This design comes from an exercise in tuning for small area on the open sky130 flow, not from production work. At most, simulation tests tie the RTL to the original design; equivalence was not proved. No activity file was given, so power comes from the tool's default toggle rates.

== the baseline ==
==> flow/design.v <==
module cic3_pdm (
    input  wire        clk,
    input  wire        ce,          
    input  wire        rst,         
    input  wire        pdm_in,      
    output wire [15:0] pcm_out,     
    output wire        pcm_valid    
);
    reg [5:0] decim_counter;
    reg v1, v2, v3, v4;
    reg x1, x2, x3, x4;
    wire c_lo = ~|decim_counter[5:1];
    wire d3 = c_lo & (decim_counter[0] == v1);
    wire d4 = c_lo & (decim_counter[0] == (v1 | v2));
    reg ph, rst_d;
    reg act, ax, adec;           
    reg [9:0] i0a, i0b, i1a, i1b, j2a, j2b, c0a, c0b, nsa, nsb;
    reg c_i0, c_i1, c_j2, c_s, c_f, j9;
    reg [11:0] h, q3, q2, sample;
    reg [1:0] nd;
    wire clr  = rst | rst_d;
    wire go   = ~ph & (v3 | v4) & ~rst;       
    wire px   = v3 ? x3 : x4;
    wire pd   = v3 ? d3 : d4;
    wire HI   = act & ~rst;                   
    wire P    = go | HI;                      
    wire X    = HI ? ax : px;
    wire D    = HI ? adec : go & pd;         
    wire [9:0] add_i0_b = {{9{P & ~X}}, P & (HI ? ~X : 1'b1)};
    wire [9:0] s_i0, s_i1, s_j2, s_s, s_f;
    wire co_i0, co_i1, co_j2, co_s, co_f;
    rca10 u_i0 (.a(clr ? 10'd0 : i0b),        .b(add_i0_b),
                .ci(HI & c_i0), .s(s_i0), .co(co_i0));
    rca10 u_i1 (.a(clr ? 10'd0 : i1b),        .b(P ? i0b : 10'd0),
                .ci(HI & c_i1), .s(s_i1), .co(co_i1));
    rca10 u_j2 (.a((clr | D) ? 10'd0 : j2b),  .b(P ? i1b : 10'd0),
                .ci(HI & c_j2), .s(s_j2), .co(co_j2));
    rca10 u_s  (.a(~{j2b[8:0], HI & j9}),     .b(c0b),
                .ci(HI & c_s), .s(s_s), .co(co_s));
    rca10 u_f  (.a(j2b),                      .b(nsb),
                .ci(HI ? c_f : 1'b1), .s(s_f), .co(co_f));
    always @(posedge clk) begin
        i0a <= s_i0;  i0b <= i0a;
        i1a <= s_i1;  i1b <= i1a;
        j2a <= s_j2;  j2b <= j2a;
        c0a <= clr ? 10'd0 : D ? j2b : c0b;   c0b <= c0a;
        nsa <= clr ? 10'h3ff : D ? s_s : nsb; nsb <= nsa;
        c_i0 <= co_i0;
        c_i1 <= co_i1;
        c_j2 <= co_j2;
        c_s  <= co_s;
        c_f  <= co_f;
        j9   <= j2b[9];
        rst_d <= rst;
        x1 <= pdm_in;
        x2 <= x1;
        x3 <= x2;
        x4 <= x3;
        ax <= px;
        adec <= pd;
        if (rst) begin
            decim_counter <= 0;
            v1 <= 0; v2 <= 0; v3 <= 0; v4 <= 0;
            ph <= 0;
            act <= 0;
            nd <= 0;
            sample <= 0;
        end else begin
            if (ce)
                decim_counter <= decim_counter + 1'b1;
            v1 <= ce;
            v2 <= v1;
            v3 <= v2;
            v4 <= v3;
            ph <= ~ph;
            act <= go;
            if (v3 & d3) begin
                sample <= (&nd) ? q2 : 12'd0;
                if (~&nd)
                    nd <= nd + 1'b1;
            end
        end
        if (D & ~HI)
            h[1:0] <= s_f[9:8];
        if (D & HI)
            h[11:2] <= s_f;
        if (v3 & d3) begin
            q2 <= q3;
            q3 <= h;
        end
    end
    assign pcm_out = {{4{sample[11]}}, sample};
    assign pcm_valid = v4 & d4;
endmodule
module rca10 (
    input  wire [9:0] a,
    input  wire [9:0] b,
    input  wire       ci,
    output wire [9:0] s,
    output wire       co
);
    wire [10:0] c;
    assign c[0] = ci;
    genvar k;
    generate
        for (k = 0; k < 10; k = k + 1) begin : g
            assign s[k] = a[k] ^ b[k] ^ c[k];
            assign c[k+1] = (a[k] & b[k]) | (a[k] & c[k]) | (b[k] & c[k]);
        end
    endgenerate
    assign co = c[10];
endmodule
`default_nettype none
module pdm_mic (
    input wire clk,
    input wire rst,
    input wire enable,
    input wire [15:0] period,
    input wire pdm_data_in,
    output wire pdm_clk_out,
    output wire [15:0] pcm_sample,
    output wire pcm_valid
);
    reg [14:0] pdm_counter;
    reg pdm_clk;
    wire [15:0] ge;
    assign ge[0] = 1'b1;
    genvar k;
    generate
        for (k = 0; k < 15; k = k + 1) begin : g_cmp
            assign ge[k+1] = pdm_counter[k] ? (~period[k+1] | ge[k])
                                            : (~period[k+1] & ge[k]);
        end
    endgenerate
    wire wrap = ge[15];
    wire pdm_tick = !rst && enable && wrap && !pdm_clk;
    always @(posedge clk) begin
        if (rst || !enable) begin
            pdm_counter <= 0;
            pdm_clk <= 0;
        end else if (wrap) begin
            pdm_counter <= 0;
            pdm_clk <= ~pdm_clk;
        end else begin
            pdm_counter <= pdm_counter + 1'b1;
        end
    end
    assign pdm_clk_out = enable & pdm_clk;
    cic3_pdm cic (
        .clk(clk),
        .ce(pdm_tick),
        .rst(rst),
        .pdm_in(pdm_data_in),
        .pcm_out(pcm_sample),
        .pcm_valid(pcm_valid)
    );
endmodule
`default_nettype wire
clock: 10.0 ns
lec_check: 0
cap_margin: 20
core_margin: 2
core_utilization: 70
cts_buf_list: sky130_fd_sc_hd__clkbuf_8
slew_margin: 20
run.sh (not shown) runs the stock make flow with config.mk's settings and CLKGATE_MAP_FILE= SYNTH_SCRIPT=/design/flow/synth_recipe.tcl, a recipe that flattens the netlist after the stock synthesis.
Edits applied to the flow inputs when going from the baseline to the candidate:
--- a/flow/design.v
+++ b/flow/design.v
@@ -8,17 +8,14 @@
 );
     reg [5:0] decim_counter;
     reg v1, v2, v3, v4;
     reg x1, x2, x3, x4;
-    wire c_lo = ~|decim_counter[5:1];
-    wire d3 = c_lo & (decim_counter[0] == v1);
-    wire d4 = c_lo & (decim_counter[0] == (v1 | v2));
+    reg d1, d2, d3, d4;
     reg ph, rst_d;
     reg act, ax, adec;           
-    reg [9:0] i0a, i0b, i1a, i1b, j2a, j2b, c0a, c0b, nsa, nsb;
+    reg [9:0] i0a, i0b, i1a, i1b, j2a, j2b, c0a, c0b, sa, sb;
     reg c_i0, c_i1, c_j2, c_s, c_f, j9;
     reg [11:0] h, q3, q2, sample;
-    reg [1:0] nd;
     wire clr  = rst | rst_d;
     wire go   = ~ph & (v3 | v4) & ~rst;       
     wire px   = v3 ? x3 : x4;
     wire pd   = v3 ? d3 : d4;
@@ -34,18 +31,18 @@
     rca10 u_i1 (.a(clr ? 10'd0 : i1b),        .b(P ? i0b : 10'd0),
                 .ci(HI & c_i1), .s(s_i1), .co(co_i1));
     rca10 u_j2 (.a((clr | D) ? 10'd0 : j2b),  .b(P ? i1b : 10'd0),
                 .ci(HI & c_j2), .s(s_j2), .co(co_j2));
-    rca10 u_s  (.a(~{j2b[8:0], HI & j9}),     .b(c0b),
-                .ci(HI & c_s), .s(s_s), .co(co_s));
-    rca10 u_f  (.a(j2b),                      .b(nsb),
+    rca10 u_s  (.a({j2b[8:0], HI & j9}),      .b(~c0b),
+                .ci(HI ? c_s : 1'b1), .s(s_s), .co(co_s));
+    rca10 u_f  (.a(j2b),                      .b(~sb),
                 .ci(HI ? c_f : 1'b1), .s(s_f), .co(co_f));
     always @(posedge clk) begin
         i0a <= s_i0;  i0b <= i0a;
         i1a <= s_i1;  i1b <= i1a;
         j2a <= s_j2;  j2b <= j2a;
         c0a <= clr ? 10'd0 : D ? j2b : c0b;   c0b <= c0a;
-        nsa <= clr ? 10'h3ff : D ? s_s : nsb; nsb <= nsa;
+        sa  <= clr ? 10'd0 : D ? s_s : sb;    sb  <= sa;
         c_i0 <= co_i0;
         c_i1 <= co_i1;
         c_j2 <= co_j2;
         c_s  <= co_s;
@@ -55,16 +52,22 @@
         x1 <= pdm_in;
         x2 <= x1;
         x3 <= x2;
         x4 <= x3;
+        d1 <= &decim_counter;
+        d2 <= d1;
+        d3 <= d2;
+        d4 <= d3;
         ax <= px;
         adec <= pd;
         if (rst) begin
             decim_counter <= 0;
             v1 <= 0; v2 <= 0; v3 <= 0; v4 <= 0;
             ph <= 0;
             act <= 0;
-            nd <= 0;
+            h <= 0;
+            q3 <= 0;
+            q2 <= 0;
             sample <= 0;
         end else begin
             if (ce)
                 decim_counter <= decim_counter + 1'b1;
@@ -73,21 +76,17 @@
             v3 <= v2;
             v4 <= v3;
             ph <= ~ph;
             act <= go;
+            if (D & ~HI)
+                h[1:0] <= s_f[9:8];
+            if (D & HI)
+                h[11:2] <= s_f;
             if (v3 & d3) begin
-                sample <= (&nd) ? q2 : 12'd0;
-                if (~&nd)
-                    nd <= nd + 1'b1;
+                sample <= q2;
+                q2 <= q3;
+                q3 <= h;
             end
-        end
-        if (D & ~HI)
-            h[1:0] <= s_f[9:8];
-        if (D & HI)
-            h[11:2] <= s_f;
-        if (v3 & d3) begin
-            q2 <= q3;
-            q3 <= h;
         end
     end
     assign pcm_out = {{4{sample[11]}}, sample};
     assign pcm_valid = v4 & d4;
@@ -104,9 +103,9 @@
     genvar k;
     generate
         for (k = 0; k < 10; k = k + 1) begin : g
             assign s[k] = a[k] ^ b[k] ^ c[k];
-            assign c[k+1] = (a[k] & b[k]) | (a[k] & c[k]) | (b[k] & c[k]);
+            assign c[k+1] = (a[k] & b[k]) | (c[k] & (a[k] ^ b[k]));
         end
     endgenerate
     assign co = c[10];
 endmodule
@@ -122,18 +121,9 @@
     output wire pcm_valid
 );
     reg [14:0] pdm_counter;
     reg pdm_clk;
-    wire [15:0] ge;
-    assign ge[0] = 1'b1;
-    genvar k;
-    generate
-        for (k = 0; k < 15; k = k + 1) begin : g_cmp
-            assign ge[k+1] = pdm_counter[k] ? (~period[k+1] | ge[k])
-                                            : (~period[k+1] & ge[k]);
-        end
-    endgenerate
-    wire wrap = ge[15];
+    wire wrap = (pdm_counter >= period[15:1]);
     wire pdm_tick = !rst && enable && wrap && !pdm_clk;
     always @(posedge clk) begin
         if (rst || !enable) begin
             pdm_counter <= 0;
Findings:
- The candidate: PASS, flow complete, no timing, DRC or antenna violations
- The candidate vs. the baseline: overall power after layout now sits lower, met3 track demand over resource in global routing climbed 0.20 points.
- In the flow results for the baseline and the candidate, the number of flip-flops and latches is smaller on the baseline.
- The candidate against the baseline; switching power summed over all nets is down slightly.
- Final cell area: the candidate above the baseline
- Row number of iterations in the first detailed-routing pass: the candidate higher / the baseline lower
- Of the baseline and the candidate, the higher adder-cell area share of the yosys netlist belongs to the candidate.
- From the baseline to the candidate the numbers moved as follows: first-iteration detailed-routing DRC count increased about 60%; placed instance area now larger; routed wire length higher; area of the core region up 1.8%.
- Taking the baseline over the candidate, the non-clock buffer count ratio works out to 1.05.

---

## build 51
RTL: the design.v shown in full above, as it stands there.
Settings: LEC_CHECK=0, CAP_MARGIN=20, CORE_MARGIN=2, CORE_UTILIZATION=70, CTS_BUF_LIST=sky130_fd_sc_hd__clkbuf_8, SLEW_MARGIN=20; clock period 10.0 ns.
standard.sh (not shown) runs the stock make flow with config.mk's settings and CLKGATE_MAP_FILE= SYNTH_SCRIPT=/design/flow/synth_recipe.tcl, a recipe that flattens the netlist after the stock synthesis.
==> flow/flow/run.sh <==
#!/bin/bash
# The standard layout (standard.sh), with two changes: the port buffers
# are the smallest buffer cell, and the clock tree uses clkbuf_8 without
# dummy loads. All tool output goes to standard.log here; ORFS keeps its
# per-step logs under orfs/logs.
set -euo pipefail
export BUFFER_PORTS_ARGS="-buffer_cell sky130_fd_sc_hd__buf_1"
export CTS_ARGS="-sink_clustering_enable -repair_clock_nets -buf_list sky130_fd_sc_hd__clkbuf_8 -dont_use_dummy_load"
bash standard.sh > standard.log 2>&1
Edits applied to the flow inputs when going from build 51 to trial 55:
--- a/flow/design.v
+++ b/flow/design.v
@@ -7,6 +7,7 @@
     output wire        pcm_valid    
 );
     reg [5:0] decim_counter;
+    wire lfsr_in = decim_counter[5] ^ decim_counter[4] ^ ~|decim_counter[4:0];
     reg v1, v2, v3, v4;
     reg x1, x2, x3, x4;
     wire c_lo = ~|decim_counter[5:1];
@@ -67,7 +68,7 @@
             sample <= 0;
         end else begin
             if (ce)
-                decim_counter <= decim_counter + 1'b1;
+                decim_counter <= {decim_counter[4:0], lfsr_in};
             v1 <= ce;
             v2 <= v1;
             v3 <= v2;
==> comparison <==
Lower transition time of the tightest slew-check pin goes to trial 55 over build 51. The lower total track usage of trial 55 and build 51 is in build 51. Between trial 55 and build 51, the share of total power in combinational logic does not differ in any meaningful way. Against build 51, total wire length in trial 55 rose by a few percent. Summary of the comparison: wire length of the first global-routing pass is higher in trial 55, relative to build 51. On power drawn by the combinational cells, trial 55 and build 51 are neck and neck. From build 51 to trial 55 the numbers moved as follows: cell area after technology mapping -about 1%; routed via count went up; post-place setup slack moved down; number of buffers and inverters on the critical path went down 1; number of nets in the layout moved down.

---

Starts from the design.v that is shown in full above.
Settings: LEC_CHECK=0, ABC_AREA=1, CAP_MARGIN=20, CORE_MARGIN=2, CORE_UTILIZATION=70, CTS_BUF_LIST=sky130_fd_sc_hd__clkbuf_8, SLEW_MARGIN=20; clock period 10.0 ns.
Scripts as last shown in full above: flow/flow/run.sh
Edit:
--- a/flow/design.v
+++ b/flow/design.v
@@ -4,12 +4,13 @@
     input  wire        rst,         
     input  wire        pdm_in,      
     output wire [15:0] pcm_out,     
     output wire        pcm_valid    
 );
     reg [5:0] decim_counter;
+    wire lfsr_in = decim_counter[5] ^ decim_counter[4] ^ ~|decim_counter[4:0];
     reg v1, v2, v3, v4;
     reg x1, x2, x3, x4;
     wire c_lo = ~|decim_counter[5:1];
     wire d3 = c_lo & (decim_counter[0] == v1);
     wire d4 = c_lo & (decim_counter[0] == (v1 | v2));
     reg ph, rst_d;
@@ -64,13 +65,13 @@
             ph <= 0;
             act <= 0;
             nd <= 0;
             sample <= 0;
         end else begin
             if (ce)
-                decim_counter <= decim_counter + 1'b1;
+                decim_counter <= {decim_counter[4:0], lfsr_in};
             v1 <= ce;
             v2 <= v1;
             v3 <= v2;
             v4 <= v3;
             ph <= ~ph;
             act <= go;
What happened:
- The new run went through all stages and came out clean
- die area falls slightly
- routed wire length falls slightly
- area after synthesis falls slightly
- final cell count rises slightly
- count of clock-buffer cells in the layout does not change
- non-clock buffer count rises by 2

---

== tundra ==
Another version of the RTL of pdm_mic (not shown whole).
For scale: roughly 190 flip-flops, ~38 I/O pins.
==> module cic3_pdm, before the edit <==
module cic3_pdm (
    input  wire        clk,
    input  wire        ce,          
    input  wire        rst,         
    input  wire        pdm_in,      
    output wire [15:0] pcm_out,     
    output wire        pcm_valid    
);
    reg [5:0] decim_counter;
    reg v1, v2, v3, v4;
    reg x1, x2, x3, x4;
    reg d1, d2, d3, d4;
    reg ph, rst_d;
    reg act, ax, adec;           
    reg [9:0] i0a, i0b, i1a, i1b, j2a, j2b, c0a, c0b, nsa, nsb;
    reg c_i0, c_i1, c_j2, c_s, c_f, j9;
    reg [11:0] h, q3, q2, sample;
    wire clr  = rst | rst_d;
    wire go   = ~ph & (v3 | v4) & ~rst;       
    wire px   = v3 ? x3 : x4;
    wire pd   = v3 ? d3 : d4;
    wire HI   = act & ~rst;                   
    wire P    = go | HI;                      
    wire X    = HI ? ax : px;
    wire D    = HI ? adec : go & pd;         
    wire [9:0] add_i0_b = {{9{P & ~X}}, P & (HI ? ~X : 1'b1)};
    wire [9:0] s_i0, s_i1, s_j2, s_s, s_f;
    wire co_i0, co_i1, co_j2, co_s, co_f;
    rca10 u_i0 (.a(clr ? 10'd0 : i0b),        .b(add_i0_b),
                .ci(HI & c_i0), .s(s_i0), .co(co_i0));
    rca10 u_i1 (.a(clr ? 10'd0 : i1b),        .b(P ? i0b : 10'd0),
                .ci(HI & c_i1), .s(s_i1), .co(co_i1));
    rca10 u_j2 (.a((clr | D) ? 10'd0 : j2b),  .b(P ? i1b : 10'd0),
                .ci(HI & c_j2), .s(s_j2), .co(co_j2));
    rca10 u_s  (.a(~{j2b[8:0], HI & j9}),     .b(c0b),
                .ci(HI & c_s), .s(s_s), .co(co_s));
    rca10 u_f  (.a(j2b),                      .b(nsb),
                .ci(HI ? c_f : 1'b1), .s(s_f), .co(co_f));
    always @(posedge clk) begin
        i0a <= s_i0;  i0b <= i0a;
        i1a <= s_i1;  i1b <= i1a;
        j2a <= s_j2;  j2b <= j2a;
        c0a <= clr ? 10'd0 : D ? j2b : c0b;   c0b <= c0a;
        nsa <= clr ? 10'h3ff : D ? s_s : nsb; nsb <= nsa;
        c_i0 <= co_i0;
        c_i1 <= co_i1;
        c_j2 <= co_j2;
        c_s  <= co_s;
        c_f  <= co_f;
        j9   <= j2b[9];
        rst_d <= rst;
        x1 <= pdm_in;
        x2 <= x1;
        x3 <= x2;
        x4 <= x3;
        d1 <= &decim_counter;
        d2 <= d1;
        d3 <= d2;
        d4 <= d3;
        ax <= px;
        adec <= pd;
        if (rst) begin
            decim_counter <= 0;
            v1 <= 0; v2 <= 0; v3 <= 0; v4 <= 0;
            ph <= 0;
            act <= 0;
            h <= 0;
            q3 <= 0;
            q2 <= 0;
            sample <= 0;
        end else begin
            if (ce)
                decim_counter <= decim_counter + 1'b1;
            v1 <= ce;
            v2 <= v1;
            v3 <= v2;
            v4 <= v3;
            ph <= ~ph;
            act <= go;
            if (D & ~HI)
                h[1:0] <= s_f[9:8];
            if (D & HI)
                h[11:2] <= s_f;
            if (v3 & d3) begin
                sample <= q2;
                q2 <= q3;
                q3 <= h;
            end
        end
    end
    assign pcm_out = {{4{sample[11]}}, sample};
    assign pcm_valid = v4 & d4;
endmodule
Settings: LEC_CHECK=0, CAP_MARGIN=20, CORE_MARGIN=2, CORE_UTILIZATION=70, CTS_BUF_LIST=sky130_fd_sc_hd__clkbuf_8, SLEW_MARGIN=20; clock period 10.0 ns.
Scripts as last shown in full above: flow/flow/run.sh
[inputs] maple vs tundra
--- a/flow/design.v
+++ b/flow/design.v
@@ -6,32 +6,35 @@
     output wire [15:0] pcm_out,     
     output wire        pcm_valid    
 );
     reg [5:0] decim_counter;
+    wire lfsr_in = decim_counter[5] ^ decim_counter[4] ^ ~|decim_counter[4:0];
     reg v1, v2, v3, v4;
     reg x1, x2, x3, x4;
-    reg d1, d2, d3, d4;
+    wire c_lo = ~|decim_counter[5:1];
+    wire d3 = c_lo & (decim_counter[0] == v1);
+    wire d4 = c_lo & (decim_counter[0] == (v1 | v2));
     reg ph, rst_d;
-    reg act, ax, adec;           
+    reg act, adec;               
     reg [9:0] i0a, i0b, i1a, i1b, j2a, j2b, c0a, c0b, nsa, nsb;
     reg c_i0, c_i1, c_j2, c_s, c_f, j9;
     reg [11:0] h, q3, q2, sample;
+    reg [1:0] nd;
     wire clr  = rst | rst_d;
     wire go   = ~ph & (v3 | v4) & ~rst;       
     wire px   = v3 ? x3 : x4;
     wire pd   = v3 ? d3 : d4;
     wire HI   = act & ~rst;                   
     wire P    = go | HI;                      
-    wire X    = HI ? ax : px;
     wire D    = HI ? adec : go & pd;         
-    wire [9:0] add_i0_b = {{9{P & ~X}}, P & (HI ? ~X : 1'b1)};
+    wire [9:0] add_i0_b = {8'd0, go & px, 1'b0};    
     wire [9:0] s_i0, s_i1, s_j2, s_s, s_f;
     wire co_i0, co_i1, co_j2, co_s, co_f;
-    rca10 u_i0 (.a(clr ? 10'd0 : i0b),        .b(add_i0_b),
+    rca10 u_i0 (.a(clr ? (rst ? 10'h040 : 10'h040) : i0b),        .b(add_i0_b),
                 .ci(HI & c_i0), .s(s_i0), .co(co_i0));
-    rca10 u_i1 (.a(clr ? 10'd0 : i1b),        .b(P ? i0b : 10'd0),
+    rca10 u_i1 (.a(clr ? (rst ? 10'h3e1 : 10'h3e0) : i1b),        .b(P ? i0b : 10'd0),
                 .ci(HI & c_i1), .s(s_i1), .co(co_i1));
-    rca10 u_j2 (.a((clr | D) ? 10'd0 : j2b),  .b(P ? i1b : 10'd0),
+    rca10 u_j2 (.a(clr ? (rst ? 10'h3a1 : 10'h3a1) : D ? 10'd0 : j2b),  .b(P ? i1b : 10'd0),
                 .ci(HI & c_j2), .s(s_j2), .co(co_j2));
     rca10 u_s  (.a(~{j2b[8:0], HI & j9}),     .b(c0b),
                 .ci(HI & c_s), .s(s_s), .co(co_s));
     rca10 u_f  (.a(j2b),                      .b(nsb),
@@ -39,10 +42,10 @@
     always @(posedge clk) begin
         i0a <= s_i0;  i0b <= i0a;
         i1a <= s_i1;  i1b <= i1a;
         j2a <= s_j2;  j2b <= j2a;
-        c0a <= clr ? 10'd0 : D ? j2b : c0b;   c0b <= c0a;
-        nsa <= clr ? 10'h3ff : D ? s_s : nsb; nsb <= nsa;
+        c0a <= clr ? (rst ? 10'h026 : 10'h320) : D ? j2b : c0b;  c0b <= c0a;
+        nsa <= clr ? (rst ? 10'h3e1 : 10'h0df) : D ? s_s : nsb;  nsb <= nsa;
         c_i0 <= co_i0;
         c_i1 <= co_i1;
         c_j2 <= co_j2;
         c_s  <= co_s;
@@ -52,41 +55,38 @@
         x1 <= pdm_in;
         x2 <= x1;
         x3 <= x2;
         x4 <= x3;
-        d1 <= &decim_counter;
-        d2 <= d1;
-        d3 <= d2;
-        d4 <= d3;
-        ax <= px;
         adec <= pd;
         if (rst) begin
             decim_counter <= 0;
             v1 <= 0; v2 <= 0; v3 <= 0; v4 <= 0;
             ph <= 0;
             act <= 0;
-            h <= 0;
-            q3 <= 0;
-            q2 <= 0;
+            nd <= 0;
             sample <= 0;
         end else begin
             if (ce)
-                decim_counter <= decim_counter + 1'b1;
+                decim_counter <= {decim_counter[4:0], lfsr_in};
             v1 <= ce;
             v2 <= v1;
             v3 <= v2;
             v4 <= v3;
             ph <= ~ph;
             act <= go;
-            if (D & ~HI)
-                h[1:0] <= s_f[9:8];
-            if (D & HI)
-                h[11:2] <= s_f;
             if (v3 & d3) begin
-                sample <= q2;
-                q2 <= q3;
-                q3 <= h;
+                sample <= (&nd) ? q2 : 12'd0;
+                if (~&nd)
+                    nd <= nd + 1'b1;
             end
+        end
+        if (D & ~HI)
+            h[1:0] <= s_f[9:8];
+        if (D & HI)
+            h[11:2] <= {s_f[9] ^ ~s_f[8], ~s_f[8], s_f[7:0]};   
+        if (v3 & d3) begin
+            q2 <= q3;
+            q3 <= h;
         end
     end
     assign pcm_out = {{4{sample[11]}}, sample};
     assign pcm_valid = v4 & d4;
## What came out
For the starting density of the core, maple came in 1.0 points higher than tundra did. maple vs. tundra: first-pass detailed-route iteration total dropped 3; fmax climbed about 7%. tundra → maple: number of multi-input logic gates has decreased; instance count after placement with tap cells included down 98; share of the synthesized netlist area taken by xor and xnor gates up 0.53 points. When maple is set beside tundra, its final setup slack of the worst path turns out to be 0.54 ns larger. Going from tundra to maple, post-route cell area shrank slightly. Diff tundra -> maple: number of standard cells in the final layout excluding fillers down about 11%; detailed-route vias per instance went down 0.023. In maple the synthesized instance count turned out 15% lower than in tundra. NOTE wire length of the first global-routing pass tundra->maple decreased by a little under 10%. | proportion of power drawn by combinational gates | maple vs tundra | 0.8 points higher |.
For tundra, only the layout was checked, not whether the RTL still works.

## port drivers added, routing unchanged
In the flow no input, the clock included, has a driving cell. The finished layouts below were timed again as built, in two steps. Step 1 assumes that a clkbuf_16 drives the clock port and a buf_2 every other input. Step 2 adds t to the input delays and takes it off the output delays; t is the mean of the earliest and latest rising clock arrival at the registers after step 1. Input paths then give back, and output paths get back, about the clock's delay inside the block. Three values: ideal, step 1, step 2; two values: the first two.
run | t, ns | slack for setup (ns) | clock arrival spread, ns | worst data-port slew with drivers (ns)
the baseline | 0.477 | 2.164 / 2.174 / 1.696 | 0.010 / 0.011 | 0.05
the candidate | 0.492 | 2.598 / 2.611 / 2.119 | 0.013 / 0.013 | 0.03
build 51 | 0.463 | 2.708 / 2.725 / 2.262 | 0.035 / 0.034 | 0.03
trial 55 | 0.458 | 2.526 / 2.541 / 2.083 | 0.030 / 0.030 | 0.03
the first run of note 3 | 0.472 | 2.052 / 2.066 / 1.594 | 0.024 / 0.024 | 0.04
the second run of note 3 | 0.466 | 2.520 / 2.538 / 2.072 | 0.036 / 0.036 | 0.03
tundra | 0.479 | 2.006 / 2.009 / 1.530 | 0.020 / 0.020 | 0.04
maple | 0.469 | 2.544 / 2.558 / 2.089 | 0.016 / 0.016 | 0.03
After both steps every run listed still meets setup and hold. For the candidate, which loses most, drivers alone change the setup slack by +0.013 ns; drivers and shift together by -0.479 ns.
